This is an optimization exercise on Yosys and OpenROAD, whose aim is small area, not a production implementation.
Function was checked by simulation only, so behaviour that the tests miss may differ from the original.
The clock port is modelled as an ideal driver, which makes a skipped or thinned clock tree look cheaper than it is; a real chip needs a root buffer or a tree.
Power is estimated from default activity; no workload was simulated.

==> build 63 <==
Design attitude_estimation, start of the top module:
module attitude_estimation(
    input clk,
    input reset,
    output SCLK,
    output MOSI,
    input  MISO_G,
    output SS_G,
    input  MISO_A,
    output SS_A,
    output [15:0] gyro_x,
    output [15:0] gyro_y,
    output [15:0] accl_x,
    output [15:0] accl_y,
    output [15:0] accl_z
    );
==> module preprocessor, before the edit <==
module preprocessor(input [15:0] x, input acc, output [15:0] r);
  reg [16:0] y, ea, eb;
  reg [18:0] A, aa, ab, Pm;
  reg [19:0] Q, qa, qb;
  reg [25:0] m, ma, mb;
  reg s, pos, neg, c;
  integer i;
  always @* begin
    s = x[15];
    pos = ~x[15] & x[14];
    neg = x[15] & (~x[14] | ~|x[13:0]);
    ea = {x[15], x};
    eb = {{16{neg}}, pos | neg};
    c = 1'b0;
    for (i = 0; i < 17; i = i + 1) begin
      y[i] = ea[i] ^ eb[i] ^ c;
      c = (ea[i] & eb[i]) | (c & (ea[i] ^ eb[i]));
    end
    aa = {{2{y[16]}}, y};
    ab = {y[16], y, 1'b0};
    A[0] = y[0];
    c = 1'b1;
    for (i = 1; i < 19; i = i + 1) begin
      A[i] = aa[i] ^ ab[i] ^ c;
      c = (aa[i] & ab[i]) | (c & (aa[i] ^ ab[i]));
    end
    Pm = acc ? A : {y[16], y, 1'b1, 1'b0};
    qa = {y[16], y[16], y, 3'b000};
    qb = acc ? {{3{y[16]}}, y} : {y[16], y, s, s};
    c = 1'b0;
    for (i = 0; i < 20; i = i + 1) begin
      Q[i] = qa[i] ^ qb[i] ^ c;
      c = (qa[i] & qb[i]) | (c & (qa[i] ^ qb[i]));
    end
    ma = {Pm, 7'b0};
    mb = ~{{6{Q[19]}}, Q};
    c = ~s;
    for (i = 0; i < 26; i = i + 1) begin
      m[i] = ma[i] ^ mb[i] ^ c;
      c = (ma[i] & mb[i]) | (c & (ma[i] ^ mb[i]));
    end
  end
  assign r = m[24:9];
endmodule
==> module attitude_estimation, before the edit <==
module attitude_estimation(
    input clk,
    input reset,
    output SCLK,
    output MOSI,
    input  MISO_G,
    output SS_G,
    input  MISO_A,
    output SS_A,
    output [15:0] gyro_x,
    output [15:0] gyro_y,
    output [15:0] accl_x,
    output [15:0] accl_y,
    output [15:0] accl_z
    );
    reg [3:0] c; reg [2:0] j; reg [2:0] k;
    wire gyro = ~k[2] & ~k[1];
    wire accl = (k == 2) | (k == 3) | (k == 4);
    wire ovh = j[2];
    wire c15 = &c;
    always @(posedge clk)
        if (reset) begin c <= 4'd12; j <= 3'd4; k <= 3'd7; end
        else begin
            c <= (c15 & (j == 3)) ? 4'd12 : c + 4'd1;
            if (c15) begin
                case (j)
                  0: j <= gyro ? 3'd2 : 3'd1;
                  1: j <= 3'd2;
                  2: j <= 3'd3;
                  3: j <= 3'd4;
                  default: j <= 3'd0;
                endcase
                if (ovh) k <= (k == 4 || k == 7) ? 3'd0 : k + 3'd1;
            end
        end
    wire act = ~ovh | (c == 12);
    assign SS_G = ~(gyro & act);
    assign SS_A = ~(accl & act);
    assign SCLK = c[0] & ~ovh;
    wire [2:0] bi = c[3:1];
    assign MOSI = (j == 0) & ((bi == 6 & (k == 0 | k == 2 | k == 4)) | (bi == 5 & (k == 1 | k == 3 | k == 4)) | (bi == 3 & ~gyro));
    wire sample = ~ovh & j[1] & ~c[0];
    wire wb = (c == 14) & ovh;
    wire upd = wb & (k == 4);
    wire acc = ~gyro;
    reg [16:0] rw;
    always @(posedge clk)
        rw <= {rw[15:0], sample ? (gyro ? MISO_G : MISO_A) : rw[16]};
    wire [15:0] x = {rw[0], rw[15], rw[13], rw[11], rw[9], rw[7], rw[5], rw[3],
                     rw[16], rw[14], rw[12], rw[10], rw[8], rw[6], rw[4], rw[2]};
    wire [15:0] r;
    preprocessor pp (.x(x), .acc(acc), .r(r));
    reg [63:0] rp;
    wire [63:0] rpn;
    genvar g;
    generate for (g = 0; g < 64; g = g + 1) begin : ring
        if ((g % 16) < 4)
            assign rpn[g] = wb ? r[4*(g/16) + g%16] : rp[(g + 63) % 64];
        else
            assign rpn[g] = rp[(g + 63) % 64];
    end endgenerate
    always @(posedge clk) rp <= rpn;
    wire [15:0] p0, p1, p2, p3;
    generate for (g = 0; g < 16; g = g + 1) begin : pk
        assign p0[g] = rp[(16*(g/4) + g%4 + 255) % 64];
        assign p1[g] = rp[(16*(g/4) + g%4 + 203) % 64];
        assign p2[g] = rp[(16*(g/4) + g%4 + 135) % 64];
        assign p3[g] = rp[(16*(g/4) + g%4 + 67) % 64];
    end endgenerate
    wire ld = upd & ~reset;
    wire hd = ~upd & ~reset;
    reg [79:0] O;
    always @(posedge clk)
        O <= ({p0, p1, p2, p3, r} & {80{ld}}) | (O & {80{hd}});
    assign {gyro_x, gyro_y, accl_x, accl_y, accl_z} = O;
endmodule
export LEC_CHECK = 0
export CAP_MARGIN = 20
export CORE_MARGIN = 2
export CORE_UTILIZATION = 70
export CTS_BUF_LIST = sky130_fd_sc_hd__clkbuf_8
export PLACE_DENSITY = 0.8
export SLEW_MARGIN = 20
create_clock -name core_clock -period 16.0 [get_ports {clk}]
run.sh (not shown) runs the stock make flow with config.mk's settings and CLKGATE_MAP_FILE= SYNTH_SCRIPT=/design/flow/synth_recipe.tcl, a recipe that flattens the netlist after the stock synthesis.
==> build 66: changes against build 63 <==
--- a/flow/design.v
+++ b/flow/design.v
@@ -1,45 +1,27 @@
+module rca #(parameter W = 8) (input [W-1:0] a, input [W-1:0] b, input ci, output [W-1:0] s);
+  wire [W:0] c;
+  assign c[0] = ci;
+  genvar i;
+  generate for (i = 0; i < W; i = i + 1) begin : g
+    assign s[i] = a[i] ^ b[i] ^ c[i];
+    assign c[i+1] = (a[i] & b[i]) | (c[i] & (a[i] ^ b[i]));
+  end endgenerate
+endmodule
 module preprocessor(input [15:0] x, input acc, output [15:0] r);
-  reg [16:0] y, ea, eb;
-  reg [18:0] A, aa, ab, Pm;
-  reg [19:0] Q, qa, qb;
-  reg [25:0] m, ma, mb;
-  reg s, pos, neg, c;
-  integer i;
-  always @* begin
-    s = x[15];
-    pos = ~x[15] & x[14];
-    neg = x[15] & (~x[14] | ~|x[13:0]);
-    ea = {x[15], x};
-    eb = {{16{neg}}, pos | neg};
-    c = 1'b0;
-    for (i = 0; i < 17; i = i + 1) begin
-      y[i] = ea[i] ^ eb[i] ^ c;
-      c = (ea[i] & eb[i]) | (c & (ea[i] ^ eb[i]));
-    end
-    aa = {{2{y[16]}}, y};
-    ab = {y[16], y, 1'b0};
-    A[0] = y[0];
-    c = 1'b1;
-    for (i = 1; i < 19; i = i + 1) begin
-      A[i] = aa[i] ^ ab[i] ^ c;
-      c = (aa[i] & ab[i]) | (c & (aa[i] ^ ab[i]));
-    end
-    Pm = acc ? A : {y[16], y, 1'b1, 1'b0};
-    qa = {y[16], y[16], y, 3'b000};
-    qb = acc ? {{3{y[16]}}, y} : {y[16], y, s, s};
-    c = 1'b0;
-    for (i = 0; i < 20; i = i + 1) begin
-      Q[i] = qa[i] ^ qb[i] ^ c;
-      c = (qa[i] & qb[i]) | (c & (qa[i] ^ qb[i]));
-    end
-    ma = {Pm, 7'b0};
-    mb = ~{{6{Q[19]}}, Q};
-    c = ~s;
-    for (i = 0; i < 26; i = i + 1) begin
-      m[i] = ma[i] ^ mb[i] ^ c;
-      c = (ma[i] & mb[i]) | (c & (ma[i] ^ mb[i]));
-    end
-  end
+  wire s = x[15];
+  wire pos = ~x[15] & x[14];
+  wire neg = x[15] & (~x[14] | ~|x[13:0]);
+  wire [16:0] y;
+  rca #(17) ay (.a({x[15], x}), .b({{16{neg}}, pos|neg}), .ci(1'b0), .s(y));
+  wire [19:0] y20 = {{3{y[16]}}, y};
+  wire [18:0] A;
+  rca #(18) aa (.a(y20[18:1]), .b(y20[17:0]), .ci(1'b1), .s(A[18:1]));
+  assign A[0] = y[0];
+  wire [18:0] Pm = acc ? A : {y20[16:0], 2'b10};
+  wire [19:0] Q;
+  rca #(20) aq (.a({y20[16:0], 3'b0}), .b(acc ? y20 : {y20[17:0], s, s}), .ci(1'b0), .s(Q));
+  wire [25:0] m;
+  rca #(26) am (.a({Pm, 7'b0}), .b(~{{6{Q[19]}}, Q}), .ci(~s), .s(m));
   assign r = m[24:9];
 endmodule
 `timescale 1ns / 1ps
@@ -112,10 +94,9 @@
         assign p2[g] = rp[(16*(g/4) + g%4 + 135) % 64];
         assign p3[g] = rp[(16*(g/4) + g%4 + 67) % 64];
     end endgenerate
-    wire ld = upd & ~reset;
-    wire hd = ~upd & ~reset;
     reg [79:0] O;
     always @(posedge clk)
-        O <= ({p0, p1, p2, p3, r} & {80{ld}}) | (O & {80{hd}});
+        if (reset)         O <= 80'd0;
+        else if (upd) O <= {p0, p1, p2, p3, r};
     assign {gyro_x, gyro_y, accl_x, accl_y, accl_z} = O;
 endmodule
- ABC_AREA: not set -> 1
- CORE_UTILIZATION: 70 -> 85
- PLACE_DENSITY: 0.8 -> 0.92
==> run summary <==
Against build 63, the area after synthesis of build 66 is higher by 4.9%. Build 63 completed with no timing, DRC or antenna violations. Build 66 aborted during 3_3_place_gp. Of build 63 and build 66, build 66 has the higher synthesized cell count (gap about 30%, measured against build 66).
==> figures <==
Post-Syn Instances: build 63 535; build 66 767
Share of synthesized cell area in full adder, half adder and majority cells: build 63 20.3%; build 66 19.3%
Synthesized-area fraction occupied by and/or/nand/nor cells: build 63 5.23%; build 66 15.5%
Fraction of synthesized cell area taken by the top area cell type: build 63 50.7%; build 66 48.3%
Initial standard-cell utilization of the core: build 63 72.7%; build 66 87.1%
Number of distinct library cell variants in the gate-level netlist after synthesis: build 63 42; build 66 28
Xor and xnor fraction of the mapped netlist area: build 63 0.519%; build 66 0.495%
Number of warnings issued by yosys: build 63 2; build 66 1
Result of the run: build 63 no timing/DRC/antenna violations; build 66 aborted with a tool error
Stage where the flow stopped: build 63 -; build 66 3_3_place_gp
Post-synthesis mux area share: build 63 3.65%; build 66 0%
Nets in the synthesized netlist: build 63 613; build 66 845

---

==> inputs of job 1471 <==
Another version of the RTL of attitude_estimation (not shown whole).
==> module attitude_estimation, before the edit <==
module attitude_estimation(
    input clk,
    input reset,
    output SCLK,
    output MOSI,
    input  MISO_G,
    output SS_G,
    input  MISO_A,
    output SS_A,
    output [15:0] gyro_x,
    output [15:0] gyro_y,
    output [15:0] accl_x,
    output [15:0] accl_y,
    output [15:0] accl_z
    );
    reg [3:0] c; reg [2:0] j; reg a, b1, b2;
    wire gyro = ~a & (b1 | b2);
    wire ovh = j[2];
    wire c15 = &c;
    always @(posedge clk)
        if (reset) begin c <= 4'd12; j <= 3'd4; {a, b1, b2} <= 3'b000; end
        else begin
            c <= (c15 & (j == 3)) ? 4'd12 : c + 4'd1;
            if (c15) begin
                case (j)
                  0: j <= gyro ? 3'd2 : 3'd1;
                  1: j <= 3'd2;
                  2: j <= 3'd3;
                  3: j <= 3'd4;
                  default: j <= 3'd0;
                endcase
                if (ovh) case ({a, b1, b2})
                  3'b010: {a, b1, b2} <= 3'b001;
                  3'b001: {a, b1, b2} <= 3'b110;
                  3'b110: {a, b1, b2} <= 3'b101;
                  3'b101: {a, b1, b2} <= 3'b111;
                  default: {a, b1, b2} <= 3'b010;
                endcase
            end
        end
    wire act = ~ovh | (c == 12);
    assign SS_G = ~(gyro & act);
    assign SS_A = ~(a & act);
    assign SCLK = c[0] & ~ovh;
    wire [2:0] bi = c[3:1];
    assign MOSI = (j == 0) & ((bi == 6 & b1) | (bi == 5 & b2) | (bi == 3 & a));
    wire sample = ~ovh & j[1] & ~c[0];
    wire wb = (c == 14) & ovh;
    wire upd = wb & a & b1 & b2;
    wire acc = a;
    reg [16:0] rw;
    always @(posedge clk)
        rw <= {rw[15:0], sample ? (a ? MISO_A : MISO_G) : rw[16]};
    wire [15:0] x = {rw[0], rw[15], rw[13], rw[11], rw[9], rw[7], rw[5], rw[3],
                     rw[16], rw[14], rw[12], rw[10], rw[8], rw[6], rw[4], rw[2]};
    wire [15:0] r;
    preprocessor pp (.x(x), .acc(acc), .r(r));
    reg [63:0] rp;
    wire [63:0] rpn;
    genvar g;
    generate for (g = 0; g < 64; g = g + 1) begin : ring
        if ((g % 16) < 4)
            assign rpn[g] = wb ? r[4*(g/16) + g%16] : rp[(g + 63) % 64];
        else
            assign rpn[g] = rp[(g + 63) % 64];
    end endgenerate
    always @(posedge clk) rp <= rpn;
    wire [15:0] p0, p1, p2, p3;
    generate for (g = 0; g < 16; g = g + 1) begin : pk
        assign p0[g] = rp[(16*(g/4) + g%4 + 255) % 64];
        assign p1[g] = rp[(16*(g/4) + g%4 + 203) % 64];
        assign p2[g] = rp[(16*(g/4) + g%4 + 135) % 64];
        assign p3[g] = rp[(16*(g/4) + g%4 + 67) % 64];
    end endgenerate
    wire ld = upd & ~reset;
    wire hd = ~upd & ~reset;
    reg [79:0] O;
    always @(posedge clk)
        O <= ({p0, p1, p2, p3, r} & {80{ld}}) | (O & {80{hd}});
    assign {gyro_x, gyro_y, accl_x, accl_y, accl_z} = O;
endmodule
export LEC_CHECK = 0
export CAP_MARGIN = 20
export CORE_MARGIN = 2
export CORE_UTILIZATION = 70
export CTS_BUF_LIST = sky130_fd_sc_hd__clkbuf_8
export PLACE_DENSITY = 0.8
export SLEW_MARGIN = 20
create_clock -name core_clock -period 16.0 [get_ports {clk}]
standard.sh (not shown) runs the stock make flow with config.mk's settings and CLKGATE_MAP_FILE= SYNTH_SCRIPT=/design/flow/synth_recipe.tcl, a recipe that flattens the netlist after the stock synthesis.
==> flow/flow/run.sh <==
#!/bin/bash
# Standard layout, except: port buffers use the smallest buffer cell, and
# the clock tree is a single level of leaf buffers (flow/cts_hook.tcl).
set -euo pipefail
export BUFFER_PORTS_ARGS="-buffer_cell sky130_fd_sc_hd__buf_1"
export PRE_CTS_TCL="$PWD/flow/cts_hook.tcl"
export LEAF_COUNT=10
export ROOT_CELL=sky130_fd_sc_hd__clkbuf_8
export LEAF_CELL=sky130_fd_sc_hd__clkbuf_8
bash standard.sh finish > standard_finish.log 2>&1
==> flow/flow/cts_hook.tcl <==
# Clock tree: instead of TritonCTS's H-tree, the clock port drives a few
# leaf clock buffers directly, each feeding one cluster of nearby
# flip-flops (recursive median bisection of the placed flip-flop positions).
set ::leaf_count [expr {[info exists ::env(LEAF_COUNT)] ? $::env(LEAF_COUNT) : 4}]
set ::leaf_cell [expr {[info exists ::env(LEAF_CELL)] ? $::env(LEAF_CELL) : "sky130_fd_sc_hd__clkbuf_8"}]
set ::root_cell [expr {[info exists ::env(ROOT_CELL)] ? $::env(ROOT_CELL) : ""}]

rename clock_tree_synthesis orfs_clock_tree_synthesis
proc clock_tree_synthesis {args} {
  set block [ord::get_db_block]
  set net [$block findNet clk]
  set its {}
  set xs {}
  set ys {}
  foreach it [$net getITerms] {
    set inst [$it getInst]
    set bb [$inst getBBox]
    lappend its $it
    lappend xs [expr {([$bb xMin] + [$bb xMax]) / 2.0}]
    lappend ys [expr {([$bb yMin] + [$bb yMax]) / 2.0}]
  }
  set n [llength $its]
  set k $::leaf_count
  # balanced clusters: split a group that is to hold kk clusters at the
  # matching quantile of the longer side of its bounding box, recursively
  set todo [list [list [lsearch -all [lrepeat $n 1] 1] $k]]
  set groups {}
  while {[llength $todo] > 0} {
    lassign [lindex $todo 0] grp kk
    set todo [lrange $todo 1 end]
    if {$kk == 1} { lappend groups $grp; continue }
    set gx [lmap i $grp {lindex $xs $i}]
    set gy [lmap i $grp {lindex $ys $i}]
    set w [expr {[tcl::mathfunc::max {*}$gx] - [tcl::mathfunc::min {*}$gx]}]
    set h [expr {[tcl::mathfunc::max {*}$gy] - [tcl::mathfunc::min {*}$gy]}]
    if {$w >= $h} { set key $gx } else { set key $gy }
    set srt [lsort -real -indices $key]
    set k1 [expr {$kk / 2}]
    set cut [expr {([llength $grp] * $k1 + $kk / 2) / $kk}]
    lappend todo [list [lmap j [lrange $srt 0 [expr {$cut - 1}]] {lindex $grp $j}] $k1]
    lappend todo [list [lmap j [lrange $srt $cut end] {lindex $grp $j}] [expr {$kk - $k1}]]
  }
  set asg [lrepeat $n 0]
  set cx {}
  set cy {}
  for {set c 0} {$c < $k} {incr c} {
    set sx 0.0; set sy 0.0
    foreach i [lindex $groups $c] {
      lset asg $i $c
      set sx [expr {$sx + [lindex $xs $i]}]
      set sy [expr {$sy + [lindex $ys $i]}]
    }
    set m [llength [lindex $groups $c]]
    lappend cx [expr {$sx / $m}]
    lappend cy [expr {$sy / $m}]
  }
  set master [[ord::get_db] findMaster $::leaf_cell]
  set src $net
  if {$::root_cell ne ""} {
    # one root buffer, at the mean of the cluster centres, between the
    # clock port and the leaf buffers
    set rb [odb::dbInst_create $block [[ord::get_db] findMaster $::root_cell] "clkroot"]
    set src [odb::dbNet_create $block "clknet_root"]
    $src setSigType CLOCK
    [$rb findITerm A] connect $net
    [$rb findITerm X] connect $src
    set sx 0.0; set sy 0.0
    for {set c 0} {$c < $k} {incr c} {
      set sx [expr {$sx + [lindex $cx $c]}]
      set sy [expr {$sy + [lindex $cy $c]}]
    }
    $rb setLocation [expr {int($sx / $k)}] [expr {int($sy / $k)}]
    $rb setPlacementStatus PLACED
  }
  for {set c 0} {$c < $k} {incr c} {
    set b [odb::dbInst_create $block $master "clkleaf_$c"]
    set ln [odb::dbNet_create $block "clknet_leaf_$c"]
    $ln setSigType CLOCK
    [$b findITerm A] connect $src
    [$b findITerm X] connect $ln
    set m 0
    for {set i 0} {$i < $n} {incr i} {
      if {[lindex $asg $i] == $c} {
        set it [lindex $its $i]
        $it disconnect
        $it connect $ln
        incr m
      }
    }
    $b setLocation [expr {int([lindex $cx $c])}] [expr {int([lindex $cy $c])}]
    $b setPlacementStatus PLACED
    puts "clock leaf $c: $m sinks at [lindex $cx $c] [lindex $cy $c]"
  }
  set_propagated_clock [all_clocks]
}
==> job 1711: changes against job 1471 <==
==> flow/flow/run.sh (replaced) <==
#!/bin/bash
# Standard layout, except: port buffers use the smallest buffer cell, and
# clock tree synthesis inserts no dummy loads.
set -euo pipefail
export BUFFER_PORTS_ARGS="-buffer_cell sky130_fd_sc_hd__buf_1"
export CTS_ARGS="-sink_clustering_enable -repair_clock_nets -dont_use_dummy_load -buf_list sky130_fd_sc_hd__clkbuf_16 -sink_buffer_max_cap_derate 1.0"
bash standard.sh finish > standard_finish.log 2>&1
removed: flow/flow/cts_hook.tcl
==> job 7752: changes against job 1471 <==
--- a/flow/design.v
+++ b/flow/design.v
@@ -1,20 +1,21 @@
-module preprocessor(input [15:0] x, input acc, output [15:0] r);
-  reg [16:0] y, ea, eb;
+module preprocessor(input [15:0] xn, input acc, output [15:0] r);
+  reg [16:0] yn, y, ea, eb;
   reg [18:0] A, aa, ab, Pm;
-  reg [19:0] Q, qa, qb;
+  reg [19:0] Qn, qa, qb;
   reg [25:0] m, ma, mb;
   reg s, pos, neg, c;
   integer i;
   always @* begin
-    s = x[15];
-    pos = ~x[15] & x[14];
-    neg = x[15] & (~x[14] | ~|x[13:0]);
-    ea = {x[15], x};
-    eb = {{16{neg}}, pos | neg};
-    c = 1'b0;
+    s = ~xn[15];
+    pos = xn[15] & ~xn[14];
+    neg = ~xn[15] & (xn[14] | &xn[13:0]);
+    ea = {xn[15], xn};
+    eb = ~{{16{neg}}, pos | neg};
+    c = 1'b1;
     for (i = 0; i < 17; i = i + 1) begin
-      y[i] = ea[i] ^ eb[i] ^ c;
+      yn[i] = ea[i] ^ eb[i] ^ c;
       c = (ea[i] & eb[i]) | (c & (ea[i] ^ eb[i]));
     end
+    y = ~yn;
     aa = {{2{y[16]}}, y};
     ab = {y[16], y, 1'b0};
@@ -26,13 +27,13 @@
     end
     Pm = acc ? A : {y[16], y, 1'b1, 1'b0};
-    qa = {y[16], y[16], y, 3'b000};
-    qb = acc ? {{3{y[16]}}, y} : {y[16], y, s, s};
-    c = 1'b0;
+    qa = {yn[16], yn[16], yn, 3'b111};
+    qb = acc ? {{3{yn[16]}}, yn} : {yn[16], yn, ~s, ~s};
+    c = 1'b1;
     for (i = 0; i < 20; i = i + 1) begin
-      Q[i] = qa[i] ^ qb[i] ^ c;
+      Qn[i] = qa[i] ^ qb[i] ^ c;
       c = (qa[i] & qb[i]) | (c & (qa[i] ^ qb[i]));
     end
     ma = {Pm, 7'b0};
-    mb = ~{{6{Q[19]}}, Q};
+    mb = {{6{Qn[19]}}, Qn};
     c = ~s;
     for (i = 0; i < 26; i = i + 1) begin
@@ -96,9 +97,9 @@
     reg [16:0] rw;
     always @(posedge clk)
-        rw <= {rw[15:0], sample ? (a ? MISO_A : MISO_G) : rw[16]};
-    wire [15:0] x = {rw[0], rw[15], rw[13], rw[11], rw[9], rw[7], rw[5], rw[3],
+        rw <= {rw[15:0], sample ? ~(a ? MISO_A : MISO_G) : rw[16]};
+    wire [15:0] xn = {rw[0], rw[15], rw[13], rw[11], rw[9], rw[7], rw[5], rw[3],
                      rw[16], rw[14], rw[12], rw[10], rw[8], rw[6], rw[4], rw[2]};
     wire [15:0] r;
-    preprocessor pp (.x(x), .acc(acc), .r(r));
+    preprocessor pp (.xn(xn), .acc(acc), .r(r));
     reg [63:0] rp;
     wire [63:0] rpn;
==> flow/flow/run.sh (replaced) <==
#!/bin/bash
# Standard layout, except: port buffers use the smallest buffer cell, and
# the clock tree is one root buffer feeding LEAF_COUNT leaf buffers, each
# driving one cluster of nearby flip-flops (flow/cts_hook.tcl).
set -euo pipefail
export BUFFER_PORTS_ARGS="-buffer_cell sky130_fd_sc_hd__buf_1"
export PRE_CTS_TCL="$PWD/flow/cts_hook.tcl"
export LEAF_COUNT=16
export ROOT_CELL=sky130_fd_sc_hd__clkbuf_8
export LEAF_CELL=sky130_fd_sc_hd__clkbuf_4
bash standard.sh finish > standard_finish.log 2>&1
==> flow_summary_export.csv <==
group,metric,value,unit
run_status,result_of_the_run,"complete, no violations",
yosys,synth_compound_gate_area_share,14.4,%
timing,setup_ws_final,2840,ps
power,p_seq,0.524,mW
critical_path,critical_path_arrival,13500,ps
final_layout,finalCoreUtilization,76.9,%
yosys,synthesis.area_per_instance,12.7,sq um
timing,fin_hold_ws,330,ps
The numbers above come from job 7752.

==> flow_summary_export.csv <==
group,metric,value,unit
critical_path,criticalPathCategory,"flop to flop",
yosys,synthesis.area_per_instance,12.3,sq um
final_layout,finalCoreUtilization,80.4,%
timing,fin_hold_ws,325,ps
timing,setup_ws_final,3580,ps
critical_path,cp_slowest_cell,"sky130_fd_sc_hd__fa_1",
run_status,result_of_the_run,"complete, no violations",
final_layout,num-nonclk-buffers,91,
critical_path,critical_path_arrival,12700,ps
The numbers above come from job 1711.

==> flow_summary_export.csv <==
group,metric,value,unit
floorplanning,num_tap_cells,129,
yosys,synth_compound_gate_area_share,14.5,%
critical_path,critical_path_arrival,12710,ps
yosys,synthesis.area_per_instance,12.3,sq um
final_layout,finalCoreUtilization,77.4,%
timing,setup_ws_final,3610,ps
power,p_seq,0.492,mW
run_status,result_of_the_run,"complete, no violations",
The numbers above come from job 1471.

In job 1471 and job 7752 the design's own scripts or RTL, not TritonCTS, make the clock network.

==> separate check: timing with driven ports <==
In the flow no input, the clock included, has a driving cell. The finished layouts below were timed again as built, in two steps. Step 1 assumes that a clkbuf_16 drives the clock port and a buf_2 every other input. Step 2 also shifts input and output timing later by t, the mid clock arrival at the registers, as if the neighbouring blocks saw the same clock. a / b / c = ideal / step 1 / step 2; a / b = the first two.
| run | shift t [ns] | setup WS [ns] | hold WS [ns] | worst setup path after step 2 | slew at the worst register clock pin (ns) |
|---|---|---|---|---|---|
| build 63 | 0.470 | 3.290 / 3.290 / 3.290 | 0.336 / 0.336 / 0.336 | register to register | 0.10 / 0.10 |
| job 1471 | 0.438 | 3.607 / 3.607 / 3.607 | 0.338 / 0.338 / 0.338 | register to register | 0.11 / 0.11 |
| job 1711 | 0.442 | 3.578 / 3.578 / 3.578 | 0.325 / 0.325 / 0.325 | register to register | 0.07 / 0.07 |
| job 7752 | 0.464 | 2.840 / 2.840 / 2.840 | 0.330 / 0.330 / 0.330 | register to register | 0.12 / 0.12 |
After both steps setup and hold are still met in every run listed.
